What follows belongs to an exercise in optimizing a design on an open flow for small area, a short achievable clock period and few clock cycles per item; a production flow would make more cautious choices.
Function was checked by simulation only, so behaviour that the tests miss may differ from the original.

<file path="flow/constraint.sdc">
create_clock -name core_clock -period 16.0 [get_ports {clk}]
set_input_delay 3.2000 -clock core_clock [delete_from_list [all_inputs] [get_ports {clk}]]
set_output_delay 3.2000 -clock core_clock [all_outputs]
set_load 0.01 [all_outputs]
</file>
<file path="flow/config.mk">
export PLATFORM = sky130hd
export DESIGN_NAME = softmax
export DESIGN_NICKNAME = softmax
export VERILOG_FILES = /design/flow/design.v
export SDC_FILE = /design/flow/constraint.sdc
export NUM_CORES = 4
export LEC_CHECK = 0
export CAP_MARGIN = 20
export CORE_MARGIN = 2
export CORE_UTILIZATION = 40
export SLEW_MARGIN = 20
</file>
<file path="flow/run.sh">
#!/bin/bash
# synth_recipe.tcl (not shown) runs the flow's synth.tcl, then flattens the netlist and writes it again
# the make line also repeats each setting of config.mk as NAME=value (left out here)
make -C /OpenROAD-flow-scripts/flow DESIGN_CONFIG=/design/flow/config.mk WORK_HOME=/design/flow/orfs CLKGATE_MAP_FILE= SYNTH_SCRIPT=/design/flow/synth_recipe.tcl finish
</file>
<file path="flow/design.v">
module add_sub(
    input [31:0] A, B,
    output reg [31:0] s
);
    parameter e = 8'b01111111;
    reg [23:0] x, y, z;
    reg [7:0] expa, expb, expc;
    reg [7:0] shift;
    reg [4:0] count;
    wire [1:0] signs;
    integer shift_amount;
    assign signs = {A[31], B[31]};
    always @(*) begin
        x[23] = 1'b1;
        x[22:0] = A[22:0];
        y[23] = 2'b01;
        y[22:0] = B[22:0];
        expa = A[30:23];
        expb = B[30:23];
        count = 5'd0;
        shift_amount = 5'd0;
        if (expa > expb) begin
            shift = expa - expb;
            y = y >> shift;
            expc = expa;
        end 
        else begin
            shift = expb - expa;
            x = x >> shift;
            expc = expb;
        end
        if (signs == 2'b00 || signs == 2'b11) begin
            z = x + y;
            s[31] = A[31];
        end 
        else begin
            if (expa > expb) begin
                z = x - y;
                s[31] = A[31];
            end
            else if (expa < expb) begin
                z = y - x;
                s[31] = B[31];
            end
            else begin
                if (x >= y) begin
                    z = x - y;
                    s[31] = A[31];
                end 
                else begin
                    z = y - x;
                    s[31] = B[31];
                end
            end
        end
        if (z[23]) shift_amount = 0;
        else if (z[22]) shift_amount = 1;
        else if (z[21]) shift_amount = 2;
        else if (z[20]) shift_amount = 3;
        else if (z[19]) shift_amount = 4;
        else if (z[18]) shift_amount = 5;
        else if (z[17]) shift_amount = 6;
        else if (z[16]) shift_amount = 7;
        else if (z[15]) shift_amount = 8;
        else if (z[14]) shift_amount = 9;
        else if (z[13]) shift_amount = 10;
        else if (z[12]) shift_amount = 11;
        else if (z[11]) shift_amount = 12;
        else if (z[10]) shift_amount = 13;
        else if (z[9]) shift_amount = 14;
        else if (z[8]) shift_amount = 15;
        else if (z[7]) shift_amount = 16;
        else if (z[6]) shift_amount = 17;
        else if (z[5]) shift_amount = 18;
        else if (z[4]) shift_amount = 19;
        else if (z[3]) shift_amount = 20;
        else if (z[2]) shift_amount = 21;
        else if (z[1]) shift_amount = 22;
        else if (z[0]) shift_amount = 23;
        else shift_amount = 24;
        z = z << shift_amount;
        expc = expc - shift_amount;
        s[22:0] = z[22:0];
        s[30:23] = expc;
    end
endmodule
module multi(
    input wire [31:0] a,
    input wire [31:0] b,
    output reg [31:0] result
);
    wire sign_a = a[31];
    wire sign_b = b[31];
    wire [7:0] exp_a = a[30:23];
    wire [7:0] exp_b = b[30:23];
    wire [23:0] mantissa_a = {1'b1, a[22:0]};
    wire [23:0] mantissa_b = {1'b1, b[22:0]};
    wire sign_result = sign_a ^ sign_b;
    wire [47:0] mantissa_product = mantissa_a * mantissa_b;
    reg [7:0] exp_result;
    reg [22:0] mantissa_result;
    always @(*) begin
        if (mantissa_product[47] == 1) begin
            mantissa_result = mantissa_product[46:24];
            exp_result = exp_a + exp_b - 127 + 1;
        end 
        else begin
            mantissa_result = mantissa_product[45:23];
            exp_result = exp_a + exp_b - 127;
        end
        if (exp_a == 8'b0 || exp_b == 8'b0) begin
            result = 32'b0;
        end 
        else if (exp_result >= 255) begin
            result = {sign_result, 8'hFF, 23'b0};
        end 
        else begin
            result = {sign_result, exp_result, mantissa_result};
        end
    end
endmodule
module fp_div_k #(
    parameter K = 4                  
) (
    input  wire        clk,
    input  wire        rst_n,
    input  wire        start,         
    input  wire [22:0] ma,            
    input  wire [7:0]  ediff,         
    input  wire        last_in,       
    input  wire [22:0] mb,            
    output wire        ready,         
    output reg         out_valid,
    output reg  [30:0] out_data,
    output reg         out_last
);
    localparam NC = 24 / K;
    reg        run;
    reg [4:0]  cyc;
    reg [24:0] r;
    reg [23:0] q;
    reg [7:0]  ed;
    reg        lst;
    wire last_cyc = run && (cyc == NC - 1);
    assign ready = !run;
    reg [24:0] rr;
    reg [23:0] qq;
    reg [25:0] d;
    integer i;
    always @(*) begin
        rr = start ? {2'b01, ma} : r;
        qq = start ? 24'd0 : q;
        for (i = 0; i < K; i = i + 1) begin
            d  = {1'b0, rr} - {2'b01, mb};
            qq = {qq[22:0], ~d[25]};
            rr = d[25] ? {rr[23:0], 1'b0} : {d[23:0], 1'b0};
        end
    end
    reg        f_valid, f_exact, f_last;
    reg [23:0] f_q;
    reg [7:0]  f_ed;
    always @(posedge clk or negedge rst_n) begin
        if (!rst_n) begin
            run     <= 1'b0;
            f_valid <= 1'b0;
            out_valid <= 1'b0;
        end else begin
            run     <= start || (run && !last_cyc);
            f_valid <= last_cyc;
            out_valid <= f_valid;
        end
    end
    always @(posedge clk) begin
        if (start || run) begin
            r   <= rr;
            q   <= qq;
            cyc <= start ? 5'd1 : cyc + 5'd1;
        end
        if (start) begin
            ed  <= ediff;
            lst <= last_in;
        end
        if (last_cyc) begin
            f_q     <= qq;
            f_exact <= (rr == 25'd0);
            f_ed    <= ed;
            f_last  <= lst;
        end
    end
    reg [4:0]  tz;
    reg [7:0]  adj;
    integer j;
    always @(*) begin
        tz = 5'd0;
        for (j = 23; j >= 0; j = j - 1)
            if (f_q[j]) tz = j[4:0];
        adj = (f_exact && tz >= 5'd2) ? {3'd0, tz} - 8'd1 : 8'd0;
    end
    always @(posedge clk) begin
        if (f_valid) begin
            out_data <= f_q[23] ? {f_ed + 8'd127 - adj, f_q[22:1], 1'b0}
                                : {f_ed + 8'd126 - adj, f_q[21:0], 1'b0};
            out_last <= f_last;
        end
    end
endmodule
module exp_step (
    input  wire [31:0] t,       
    input  wire [4:0]  s,       
    output wire [31:0] t_next,  
    output wire [4:0]  s_next   
);
    wire [31:0] negb = (s <= 5'd11) ? {1'b1, 8'd132 - {3'd0, s}, 23'd0}
                                    : {1'b0, 8'd137 - {3'd0, s}, 23'd0};
    add_sub u_sub (.A(t), .B(negb), .s(t_next));
    exp_sel u_sel (.e(t_next[30:23]), .sg(t[31]), .first(1'b0), .cur(s), .s(s_next));
endmodule
module exp_sel (
    input  wire [7:0] e,
    input  wire       sg,
    input  wire       first,
    input  wire [4:0] cur,
    output reg  [4:0] s
);
    always @(*) begin
        if (e >= 8'd50 && e <= 8'd120)       s = 5'd0;
        else if (e >= 8'd126 && e <= 8'd131) s = 5'd4 - e[4:0];
        else if (e >= 8'd121 && e <= 8'd125) s = !sg ? 5'd4 - e[4:0]
                                               : (e == 8'd125 && !first) ? 5'd15
                                               : 5'd9 - e[4:0];
        else                                 s = cur;
    end
endmodule
module exp_const (
    input  wire [4:0]  s,
    output reg  [30:0] d
);
    always @(*) begin
        case (s)
            5'd1:  d = 31'h4b07975f;
            5'd2:  d = 31'h453a4f54;
            5'd3:  d = 31'h425a6481;
            5'd4:  d = 31'h40ec7326;
            5'd5:  d = 31'h402df854;
            5'd6:  d = 31'h3fd3094c;
            5'd7:  d = 31'h3fa45af2;
            5'd8:  d = 31'h3f910b02;
            5'd9:  d = 31'h3f88415b;
            5'd10: d = 31'h3f84102b;
            5'd11: d = 31'h3f820405;
            5'd12: d = 31'h3f475f7d;
            5'd13: d = 31'h3f61eb51;
            5'd14: d = 31'h3f707d60;
            5'd15: d = 31'h3f781fab;
            5'd16: d = 31'h3f781fab;
            default: d = 31'h3f800000;
        endcase
    end
endmodule
module softmax #(
    parameter N = 8
) (
    input  wire        clk,
    input  wire        rst_n,
    input  wire        in_valid,
    input  wire [31:0] in_data,
    output wire        in_ready,
    output wire        out_valid,
    output wire [31:0] out_data,
    output wire        out_last
);
    reg        x_full;
    reg [31:0] x;
    reg [4:0]  x_s0;                  
    wire [4:0] in_s0;
    exp_sel u_sel0 (.e(in_data[30:23]), .sg(in_data[31]), .first(1'b1),
                    .cur(5'd0), .s(in_s0));
    reg        busy;                  
    reg        done;                  
    reg [31:0] t;                     
    reg [30:0] p;                     
    reg [4:0]  s;                     
    reg [30:0] ebuf [0:N-1];
    reg [2:0]  wr_idx;
    reg        pending;               
    reg [30:0] s_acc;                 
    reg [30:0] s_div;                 
    reg [3:0]  rd_cnt;                
    wire slot_ok = !pending && (rd_cnt[3] || (wr_idx < rd_cnt[2:0]));
    wire wb      = done && slot_ok;
    wire free    = (!busy && !done) || wb;
    wire load    = x_full && free;
    assign in_ready = !x_full || load;
    wire take    = in_valid && in_ready;
    wire [31:0] tc = load ? x : t;
    wire [4:0]  sc = load ? x_s0 : s;
    wire [31:0] t_nx;
    wire [4:0]  s_nx;
    exp_step u_step (.t(tc), .s(sc), .t_next(t_nx), .s_next(s_nx));
    wire [30:0] d_cur, d_x;
    exp_const u_dc (.s(s), .d(d_cur));
    exp_const u_dx (.s(x_s0), .d(d_x));
    wire [31:0] prd;
    multi u_mul (.a({1'b0, p}), .b({1'b0, d_cur}), .result(prd));
    wire [31:0] sum_nx;
    add_sub u_sum (.A({1'b0, p}), .B({1'b0, s_acc}), .s(sum_nx));
    wire       dv_ready;
    wire       dv_start = !rd_cnt[3] && dv_ready;
    wire       handoff  = pending && rd_cnt[3] && dv_ready;
    wire [30:0] a_rd = ebuf[rd_cnt[2:0]];
    wire [30:0] dv_out;
    fp_div_k #(.K(4)) u_div (
        .clk(clk), .rst_n(rst_n),
        .start(dv_start),
        .ma(a_rd[22:0]),
        .ediff(a_rd[30:23] - s_div[30:23]),
        .last_in(rd_cnt[2:0] == 3'd7),
        .mb(s_div[22:0]),
        .ready(dv_ready),
        .out_valid(out_valid),
        .out_data(dv_out),
        .out_last(out_last)
    );
    assign out_data = {1'b0, dv_out};
    always @(posedge clk or negedge rst_n) begin
        if (!rst_n) begin
            x_full  <= 1'b0;
            busy    <= 1'b0;
            done    <= 1'b0;
            wr_idx  <= 3'd0;
            pending <= 1'b0;
            rd_cnt  <= 4'd8;
            s_acc   <= 31'd0;
        end else begin
            x_full <= take || (x_full && !load);
            if (load) begin
                busy <= (x_s0 != 5'd0) && (s_nx != 5'd0);
                done <= (x_s0 == 5'd0) || (s_nx == 5'd0);
            end else if (busy) begin
                busy <= (s_nx != 5'd0);
                done <= (s_nx == 5'd0);
            end else if (wb) begin
                done <= 1'b0;
            end
            if (wb) begin
                wr_idx <= wr_idx + 3'd1;
                if (wr_idx == N - 1) pending <= 1'b1;
                s_acc <= sum_nx[30:0];
            end
            if (handoff) begin
                pending <= 1'b0;
                rd_cnt  <= 4'd0;
                s_acc   <= 31'd0;
            end else if (dv_start) begin
                rd_cnt <= rd_cnt + 4'd1;
            end
        end
    end
    always @(posedge clk) begin
        if (take) begin
            x    <= in_data;
            x_s0 <= in_s0;
        end
        if (load || busy) begin
            t <= t_nx;
            s <= s_nx;
        end
        if (load)
            p <= (x_s0 == 5'd0) ? 31'h3f800000 : d_x;
        else if (busy)
            p <= prd[30:0];
        if (wb)
            ebuf[wr_idx] <= p;
        if (handoff)
            s_div <= s_acc;
    end
endmodule
</file>
==> summary.txt <==
Run status
  • Status: complete, no violations

Timing
  • Final period util: 93.8%
  • Final Skew: 0.0370 ns
  • Endpoints failing setup: 0
  • RSZ-0062 raised after global routing: no
  • Setup ws final: 0.992 ns
  • Slew Viols, Final: 0
  • Max-slew headroom at the worst pin: 23.1%
  • Max Clock Freq: 66.6 MHz
  • Slew @ Worst Pin: 1.15 ns
  • TNS Setup: 0 ns
  • Final Critical Period: 15.01 ns
  • Final Hold Vio Count: 0

Logic synthesis
  • Flops & latches, synth: 612
  • Commonest cells post-synth: 833 x nand2_1, 821 x inv_1, 507 x edfxtp_1
  • Synth area leader: edfxtp_1
  • Asr flop ratio synth: 7.35%
  • Post-Syn Area per Cell: 9.41 sq um
  • Main synth FF type: edfxtp_1
  • Post-synthesis sequential area ratio: 27.9%
  • Synth unique cells: 97
  • Synth area leaders: edfxtp_1 24%, fa_1 16%, ha_1 9.5%, nand2_1 5.0%, inv_1 4.9%
  • YS warnings: 6
  • Post-synth EDFFs: 507
  • Most frequent cell after synthesis: nand2_1
  • Post-synth top area share: 24.2%
  • Post-Syn Instances: 6689
  • Post-Syn Area: 62900 sq um

Final layout
  • Synth-to-Final Area Change: 8.94%
  • NumNets Final: 7675
  • Fill cells: 14900
  • Fin area: 68500 sq um
  • Post-layout util: 43.9%
  • Share of post-route cells with drive strength above 1: 7.80%

Critical path
  • Crit-path slowest cell: dfrtp_1
  • R2r startpoint: wr_idx[2]
  • Reg2reg path depth: 58
  • Cell family with most CP delay: compound AO/OA/AOI/OAI gates
  • Critical path origin: wr_idx[2]
  • CP Class: reg2reg
  • Flop2flop setup slack: 0.99 ns
  • Crit path max fanout: 21
  • Worst r2r dst: d_cur[5]
  • Largest stage delay on the critical path: 0.60 ns
  • Crit path buf inv count: 9
  • WP data arrival: 15.49 ns
  • Critical Path Start Type: flop
  • Worst setup EP type: flop
  • Worst EP required: 16.48 ns
  • Worst setup endpoint: d_cur[5]
  • WP depth: 58

Global routing
  • Antenna violations before repair: 0
  • Largest net degree at the start of global routing: 65
  • Remaining Overflow, GRT: 0
  • Vias in the first global route: 50800
  • First-pass GRT wire length: 296 mm
  • Total GRT Usage: 23.4%

Clocking
  • Post-CTS setup buffers: 0
  • CTS H-tree lvls: 3
  • CTS Buf Count: 67
  • Post_cts resized: 0
  • Total clock sinks: 612
  • Clk Tree Root Cell: clkbuf_16
  • Hold-fix buffers, CTS: 0
  • Clock-pin slew on the worst setup and hold paths: 0.06 ns
  • Clock latency (worst-skew pair): 0.65 ns
  • CTS tree: done
  • Max clock buf depth: 3

Floorplanning
  • Starting Density: 40.3%
  • Io pins: 70
  • Die Ht: 401 um
  • Core box area: 156000 sq um
  • Die area: 160000 sq um
  • FP Rows: 145
  • Die Width: 401 um

Routing
  • Initial drt markers: 4316
  • Initial DRT Pass Iterations: 6
  • DRC violations left: 0
  • Drt via density: 5.70
  • Total Wirelength: 190 mm
  • Vias: 50000
  • Routed wire per std cell: 21.6 um
  • Post-DRT Antenna Nets: 0

Placed design
  • PortBufs: 67
  • Placement Cell Area: 66200 sq um
  • GP Congestion: 0.970
  • Post-DP HPWL: 140 mm
  • Pre-CTS WS: 0.673 ns

Job
  • Maxcap violations: 0

Worst hold path
  • Hold WC Path Type: reg2reg
[final cells by class]
class | instances | area (sq um) | area share (%)
Inverter | 831 | 3120 | 4.55
Multi-Input combinational cell | 4939 | 41300 | 60.2
Clock buffer | 84 | 1780 | 2.60
Clock inverter | 38 | 450 | 0.657
Timing Repair Buffer | 213 | 1790 | 2.61
Tap cell | 2058 | 2570 | 3.76
Antenna cell | 1 | 2.50 | 0.00365
Sequential cell | 612 | 17600 | 25.6
[how the worst min path moves through the flow]
stage,slack [ns],start,cells past startpoint,endpoint
after floorplan,0.40,u_div.ed[0],0,u_div.f_ed[0]
after global placement,0.40,u_div.ed[5],0,u_div.f_ed[5]
after detailed placement,0.41,u_div.ed[6],0,u_div.f_ed[6]
after CTS,0.42,u_div.ed[5],0,u_div.f_ed[5]
after global routing,0.43,u_div.ed[3],0,u_div.f_ed[3]
final,0.42,u_div.ed[3],0,u_div.f_ed[3]
[worst reg2reg max path, delay by kind of cell (launching register included)]
| family | cells | cell delay [ns] |
|---|---|---|
| compound gates | 28 | 6.93 |
| fa+ha+maj | 6 | 2.19 |
| buf+inv | 9 | 1.61 |
| flops | 1 | 0.60 |
| mux | 4 | 1.26 |
| simple gates | 11 | 2.29 |
[metal layers]
layer | part of all wire (%) | GRT usage (%) | vias to the layer above
met4 | 4.4 | 9.28 | 0
met3 | 5.3 | 2.89 | 423
met1 | 42 | 30.3 | 24900
li1 | - | - | 23100
met5 | 0 | 0 | -
met2 | 48 | 39.8 | 1588
[sequential cells by signal, summed over array words and instances (netlist names), 8 cells and up]
register,cells
s_div,31
u_div.f_ed,8
t,32
u_div.ed,8
ebuf,248
u_div.f_q,24
s_acc,31
x,32
p,31
u_div.out_data,30
u_div.r,24
u_div.q,20
d_cur,30
d_x,30
[cell usage in the layout, fill, tap and decap left out, types with 44 or more instances in the layout]
cell type	instances
a211oi_1	47
edfxtp_1	507
ha_1	479
nand2_1	833
buf_4	142
o211ai_1	44
mux2i_1	230
xnor2_1	145
clkbuf_16	67
mux2_2	89
a21o_1	92
a21oi_1	343
nor2_1	377
o21ai_0	302
nand2b_1	51
nor2b_1	49
nand3_1	89
a31oi_1	72
xor2_1	60
inv_1	820
nor3_1	122
fa_1	496
mux4_2	81
and2_1	277
dfxtp_1	53
clkdlybuf4s50_1	66
[per-stage QoR]
| step | cells | hold slack, ns |
|---|---|---|
| final | 8776 | 0.420 |
| after floorplan | 6690 | 0.400 |
| after CTS | 8774 | 0.421 |
| after detailed placement | 8652 | 0.406 |
| after global placement | 8652 | 0.403 |
| after global routing | 8775 | 0.426 |
[cell families after synthesis]
kind of cell | count (synthesis) | share of synthesized area [%]
and+or+nand+nor | 1999 | 14.9
DFF | 612 | 27.9
adders and majority gates | 976 | 25.3
AOI/OAI and AO/OA | 1343 | 13.8
buffers and inverters | 1140 | 6.88
other | 1 | 0.00596
muxes | 405 | 8.24
xor gates and xnor gates | 213 | 3.02
Testbench counts, summed over its fixed seeds: cycles 9,602, vectors 192.

## port drivers added, routing unchanged
In the flow no input, the clock included, has a driving cell. The finished layout below was timed again as built, in two steps.
Step 1: set_driving_cell puts a clkbuf_16 on clk and a buf_2 on each other input, an assumption about the parent block.
Step 2 also shifts input and output timing later by t, the mid clock arrival at the registers, as if the neighbouring blocks saw the same clock.
a / b / c = ideal ports / drivers / drivers and shift; a / b = the first two.
t, ns: 0.698
slack for setup (ns): 0.992 / 0.992 / 0.992
pins driven straight from the clock port: 1
After both steps setup and hold are still met in this run. For this run, drivers alone change the setup slack by 0.000 ns; drivers and shift together by 0.000 ns.
